Background: an optimization exercise with open tools, aiming at small area and a short achievable clock period. Do not read the settings as production practice.
In this exercise RTL edits were held to simulation tests only and were not proved equivalent to the original.

==> inputs of trial 69 <==
## fractal
module fractal(
input Clk_100M, reset,
input [15:0]startX,  
input [15:0]startY,
input [15:0]stepX,  
input [15:0]stepY,
output [7:0] divOut,
output [18:0] addr_w,
output wire display,
output wire wea
    );
Settings: LEC_CHECK=0, CAP_MARGIN=20, CORE_MARGIN=2, CORE_UTILIZATION=52, SETUP_SLACK_MARGIN=5.0, SLEW_MARGIN=20, TNS_END_PERCENT=5; clock period 11.0 ns.
standard.sh (not shown) runs the stock make flow with config.mk's settings and CLKGATE_MAP_FILE= SYNTH_SCRIPT=/design/flow/synth_recipe.tcl, a recipe that flattens the netlist after the stock synthesis.
==> flow/flow/run.sh <==
#!/bin/bash
# Layout flow: the standard flow (standard.sh) with one change to synthesis.
# Yosys's synth normally runs "abc -fast" before ORFS extracts full adders
# (extract_fa); abc restructures the adder trees first, and the adders it
# leaves are found with mixed polarities, which puts an inverter between many
# pairs of full-adder cells. Here the adders are extracted before "abc -fast".
# Everything else (registers, flattening, renaming, the rest of ORFS) is the
# standard flow.
set -euo pipefail
cd "$(dirname "$0")/.."
{
  cat <<'TCL'
proc synth {args} {
  if {[lsearch -exact $args "fine:"] >= 0} {
    yosys synth -nofsm -noshare -noabc {*}$args
    yosys extract_fa
    yosys abc -fast
    yosys opt -fast
  } else {
    yosys synth -nofsm -noshare {*}$args
  }
}
TCL
  tail -n +2 synth_recipe.tcl
} > flow/fa_synth.tcl
sed "s#$PWD/synth_recipe.tcl#$PWD/flow/fa_synth.tcl#g" standard.sh > flow/fa_standard.sh
grep -q fa_synth.tcl flow/fa_standard.sh
bash flow/fa_standard.sh > flow_make.log 2>&1
==> trial 55 (differences from trial 69) <==
Settings changed: TNS_END_PERCENT 5 to 0.
==> trial 20 (differences from trial 69) <==
Settings changed: CORE_UTILIZATION 52 to 60.
==> trial 54 (differences from trial 69) <==
Settings changed: TNS_END_PERCENT 5 to not set.
==> run summary <==
M1 wire length=just under 40 mm; fraction of area in multi-input gates=0.672; status=finished clean; latest clock arrival within the worst-skew pair=between 500 and 600 ps; Hold WS=approximately 420 ps; tapcell count=855; Signal buffers=~140; vias in the first global route=26,000
-- figures above: trial 69

==> run summary <==
Reg2Reg Setup Slack=roughly 5000 ps; M1 wire length=38.9 mm; tapcell count=855; status=finished clean; Hold WS=about 420 ps; latest clock arrival within the worst-skew pair=approximately 600 ps; Signal buffers=131; fraction of area in multi-input gates=0.674; vias in the first global route=around 26,000
-- figures above: trial 55

==> run summary <==
vias in the first global route=~27,000; commonest non-fill, non-tap cell in the layout=fa_1; Hold WS=approximately 430 ps; Signal buffers=130; tapcell count=~750; WP buf/inv=2; latest clock arrival within the worst-skew pair=about 600 ps; largest class=multi-input combinational cells; max reg flops=28; Largest regs=acc: 28 flops, currAddr: 19 flops; status=finished clean; M1 wire length=37.2 mm; fill cell count=4,587; fraction of area in multi-input gates=0.680
-- figures above: trial 20

==> run summary <==
M1 wire length=38.6 mm; Signal buffers=roughly 150; fraction of area in multi-input gates=0.671; Largest regs=acc: 28 flops, currAddr: 19 flops; tapcell count=approximately 860; latest clock arrival within the worst-skew pair=around 590 ps; Hold WS=~420 ps; met2 WL=roughly 42 mm; status=finished clean
-- figures above: trial 54


---

==> raven: inputs <==
Another version of the RTL of fractal (not shown whole).
Design fractal, start of the top module:
module fractal(
input Clk_100M, reset,
input [15:0]startX,  
input [15:0]startY,
input [15:0]stepX,  
input [15:0]stepY,
output [7:0] divOut,
output [18:0] addr_w,
output wire display,
output wire wea
    );
==> module fractal, before the edit <==
module fractal(
input Clk_100M, reset,
input [15:0]startX,  
input [15:0]startY,
input [15:0]stepX,  
input [15:0]stepY,
output [7:0] divOut,
output [18:0] addr_w,
output wire display,
output wire wea
    );
reg [2:0]  cc;
reg [9:0]  colCount;
reg [8:0]  rowCount;
reg        tempGo;
reg [15:0] xRegTemp;      
reg [15:0] yRegTemp;      
reg [15:0] sX, sY;        
reg [15:0] xReg1;         
reg [15:0] yReg1;
reg [18:0] currAddr;
wire load = (cc == 3'd5);
reg [1:0] colBits, rowBits;
always @(*) begin
	case (cc)
		3'd0:    begin colBits = colCount[1:0]; rowBits = rowCount[1:0]; end
		3'd1:    begin colBits = colCount[3:2]; rowBits = rowCount[3:2]; end
		3'd2:    begin colBits = colCount[5:4]; rowBits = rowCount[5:4]; end
		3'd3:    begin colBits = colCount[7:6]; rowBits = rowCount[7:6]; end
		default: begin colBits = colCount[9:8]; rowBits = {1'b0, rowCount[8]}; end
	endcase
end
wire [15:0] newX = startX + xRegTemp;
wire [15:0] newY = startY + yRegTemp;
always @(posedge Clk_100M) begin
	if (reset) begin
		cc       <= 3'd0;
		colCount <= 10'h3ff;
		rowCount <= 9'd0;
		tempGo   <= 1'b0;
		xRegTemp <= 16'd0;
		yRegTemp <= 16'd0;
		xReg1    <= 16'd0;
		yReg1    <= 16'd0;
		currAddr <= 19'd0;
	end else begin
		cc <= load ? 3'd0 : cc + 3'd1;
		if (load) begin
			xReg1    <= newX;
			yReg1    <= newY;
			xRegTemp <= 16'd0;
			yRegTemp <= 16'd0;
			currAddr <= (colCount == 10'd0 && rowCount == 9'd0) ? 19'd0 : currAddr + 19'd1;
			if (colCount == 10'd639)
				tempGo <= 1'b1;
		end else begin
			xRegTemp <= xRegTemp + sX * colBits;
			yRegTemp <= yRegTemp + sY * rowBits;
		end
		if (cc == 3'd4) begin
			if (colCount == 10'd639) begin
				colCount <= 10'd0;
				rowCount <= (rowCount == 9'd479) ? 9'd0 : rowCount + 9'd1;
			end else begin
				colCount <= colCount + 10'd1;
			end
		end
	end
end
always @(posedge Clk_100M) begin
	if (reset) begin
		sX <= 16'd0;
		sY <= 16'd0;
	end else begin
		sX <= load ? stepX : {sX[13:0], 2'b00};
		sY <= load ? stepY : {sY[13:0], 2'b00};
	end
end
assign addr_w  = currAddr;
assign display = tempGo;
assign wea     = 1'b1;
function inrange;
	input [15:0] v;
	inrange = (v[15:13] == 3'b000) | (v[15:13] == 3'b111) | (v == 16'h2000);
endfunction
reg [15:0] mx, my;
reg [14:0] pxn, pyn;      
reg        mAcc;          
reg        eB;            
reg [2:0]  mIdx;          
reg        first;         
wire        uBig;
wire [15:0] unx, uny;
diverge_pipe step(.X(mx[14:0]), .Y(my[14:0]), .Xp(~pxn), .Yp(~pyn), .cx(xReg1), .cy(yReg1),
	.big(uBig), .nx(unx), .ny(uny));
wire        mEsc   = mAcc | (eB & ~first);           
wire        mRange = ~inrange(mx) | ~inrange(my);     
always @(posedge Clk_100M) begin
	first <= load;
	eB    <= uBig;
	if (load) begin
		mx   <= newX;
		my   <= newY;
		pxn  <= ~newX[14:0];
		pyn  <= ~newY[14:0];
		mAcc <= 1'b0;
	end else begin
		mx   <= unx;
		my   <= uny;
		pxn  <= ~unx[14:0];
		pyn  <= ~uny[14:0];
		mAcc <= mEsc | mRange;
		if (!mEsc) mIdx <= cc;
	end
end
reg [15:0] cxT, cyT;      
reg [15:0] dIn;
reg [15:0] tA;            
reg [27:0] acc;
reg        tEsc;          
reg [2:0]  tIdx;
reg        bD;            
reg        resEsc;
reg [2:0]  resIdx;
reg        outEsc;
reg [2:0]  outIdx;
reg        accOn;         
reg        selX;          
reg        selU;          
always @(posedge Clk_100M) begin
	accOn <= (cc == 3'd0) | (cc == 3'd3);
	selX  <= (cc == 3'd0);
	selU  <= (cc == 3'd1);
end
wire [15:0] sqIn  = {selU ? dIn[15] : dIn[14], dIn[14:0]};
wire [27:0] e1;
wire [15:0] e2;
diverge_tail tail(.a(sqIn), .acc1(accOn ? acc : 28'hbff_ffff), .acc2(acc),
	.c(selX ? cxT : cyT), .e1(e1), .e2(e2));
wire        tBig = ~e1[27];
always @(posedge Clk_100M) begin
	acc <= e1;
	dIn <= load ? unx : tA;
	if (load)
		tA <= uny;
	else if (cc == 3'd0)
		tA <= {dIn[14], dIn[14:0]} - {tA[14], tA[14:0]};
	else
		tA <= e2;
	if (load) begin
		cxT <= xReg1;
		cyT <= yReg1;
	end
	bD <= tBig;
	case (cc)
		3'd5: begin
			tEsc   <= mEsc | mRange;
			tIdx   <= mEsc ? mIdx : 3'd5;
			resEsc <= tEsc | bD;
			resIdx <= tIdx;
		end
		3'd0: begin
			if (!(tEsc | eB)) tIdx <= 3'd6;
			tEsc <= tEsc | eB | ~inrange(dIn) | ~inrange(tA);
		end
		3'd2: begin
			tEsc <= tEsc | bD;
		end
		3'd3: begin
			if (!tEsc) tIdx <= 3'd7;
			tEsc <= tEsc | ~inrange(dIn) | ~inrange(tA);
		end
		default: ;
	endcase
	if (cc == 3'd3) begin
		outEsc <= resEsc;
		outIdx <= resIdx;
	end
end
assign divOut = outEsc ? {5'd0, outIdx} : 8'd100;
endmodule
export LEC_CHECK = 0
export CAP_MARGIN = 20
export CORE_MARGIN = 2
export CORE_UTILIZATION = 52
export CTS_BUF_LIST = sky130_fd_sc_hd__clkbuf_4 sky130_fd_sc_hd__clkbuf_8
export SETUP_SLACK_MARGIN = 5.0
export SLEW_MARGIN = 20
create_clock -name core_clock -period 11.0 [get_ports {Clk_100M}]
Scripts as last shown in full above: flow/flow/run.sh
==> lagoon (differences from raven) <==
--- a/flow/design.v
+++ b/flow/design.v
@@ -1642,7 +1642,6 @@
 always @(*) begin
-	case (cc)
-		3'd0:    begin colBits = colCount[1:0]; rowBits = rowCount[1:0]; end
-		3'd1:    begin colBits = colCount[3:2]; rowBits = rowCount[3:2]; end
-		3'd2:    begin colBits = colCount[5:4]; rowBits = rowCount[5:4]; end
-		3'd3:    begin colBits = colCount[7:6]; rowBits = rowCount[7:6]; end
+	case (cc[1:0])
+		2'd0:    begin colBits = colCount[3:2]; rowBits = rowCount[3:2]; end
+		2'd1:    begin colBits = colCount[5:4]; rowBits = rowCount[5:4]; end
+		2'd2:    begin colBits = colCount[7:6]; rowBits = rowCount[7:6]; end
 		default: begin colBits = colCount[9:8]; rowBits = {1'b0, rowCount[8]}; end
@@ -1668,4 +1667,4 @@
 			yReg1    <= newY;
-			xRegTemp <= 16'd0;
-			yRegTemp <= 16'd0;
+			xRegTemp <= stepX * colCount[1:0];
+			yRegTemp <= stepY * rowCount[1:0];
 			currAddr <= (colCount == 10'd0 && rowCount == 9'd0) ? 19'd0 : currAddr + 19'd1;
@@ -1673,3 +1672,3 @@
 				tempGo <= 1'b1;
-		end else begin
+		end else if (!cc[2]) begin
 			xRegTemp <= xRegTemp + sX * colBits;
@@ -1692,4 +1691,4 @@
 	end else begin
-		sX <= load ? stepX : {sX[13:0], 2'b00};
-		sY <= load ? stepY : {sY[13:0], 2'b00};
+		sX <= load ? {stepX[13:0], 2'b00} : {sX[13:0], 2'b00};
+		sY <= load ? {stepY[13:0], 2'b00} : {sY[13:0], 2'b00};
 	end
==> flow/flow/run.sh (replaced) <==
#!/bin/bash
set -euo pipefail
MARGIN=6.5
cd "$(dirname "$0")/.."
{
  cat <<'TCL'
proc synth {args} {
  if {[lsearch -exact $args "fine:"] >= 0} {
    yosys synth -nofsm -noshare -noabc {*}$args
    yosys extract_fa
    yosys abc -fast
    yosys opt -fast
  } else {
    yosys synth -nofsm -noshare {*}$args
  }
}
TCL
  tail -n +2 synth_recipe.tcl
} > flow/fa_synth.tcl
sed -e "s#$PWD/synth_recipe.tcl#$PWD/flow/fa_synth.tcl#g" \
    -e "s#SETUP_SLACK_MARGIN=[0-9.]*#SETUP_SLACK_MARGIN=$MARGIN#" standard.sh > flow/fa_standard.sh
grep -q fa_synth.tcl flow/fa_standard.sh
grep -q "SETUP_SLACK_MARGIN=$MARGIN" flow/fa_standard.sh
bash flow/fa_standard.sh > flow_make.log 2>&1
Settings changed: CORE_UTILIZATION 52 to 45, CTS_BUF_LIST sky130_fd_sc_hd__clkbuf_4 sky130_fd_sc_hd__clkbuf_8 to not set.
==> comparison <==
- lagoon ran to the end with no violations. raven finished clean.
- Between raven and lagoon, the lower worst hold slack is in raven (gap 0.0034 ns).
- In lagoon the sequential share of layout area is lower than in raven, by 1.7 points.
- Against raven, the critical path depth of lagoon is higher by 9.
- In lagoon the maximum frequency is larger than in raven, by about 1.1%.
- In lagoon the clock skew is lower than in raven, by 0.044 ns.
- Between raven and lagoon, the lower cell count is in raven (gap 8.8%, measured against lagoon).

re-timing with driven ports:
The flow's constraints put no driver on any port. The routed layouts listed below were extracted and timed again, unchanged, in two steps. Step 1: set_driving_cell puts a clkbuf_16 on Clk_100M and a buf_2 on each other input, an assumption about the parent block. Step 2 times the ports against the registers' clock, not the clock port: input delays grow and output delays shrink by t, the midpoint of the rising clock arrivals with the driver on. Three values: ideal, step 1, step 2; two values: the first two.
| run | shift t [ns] | slack for setup (ns) | worst setup path after step 2 |
|---|---|---|---|
| trial 69 | 0.637 | 5.076 / 5.076 / 5.076 | register to register |
| trial 55 | 0.639 | 4.994 / 4.994 / 4.994 | register to register |
| trial 20 | 0.627 | 4.983 / 4.983 / 4.983 | register to register |
| trial 54 | 0.636 | 5.065 / 5.065 / 5.065 | register to register |
| raven | 0.754 | 5.113 / 5.113 / 5.113 | register to register |
| lagoon | 0.643 | 5.175 / 5.175 / 5.175 | register to register |
After both steps every run listed still meets setup and hold.
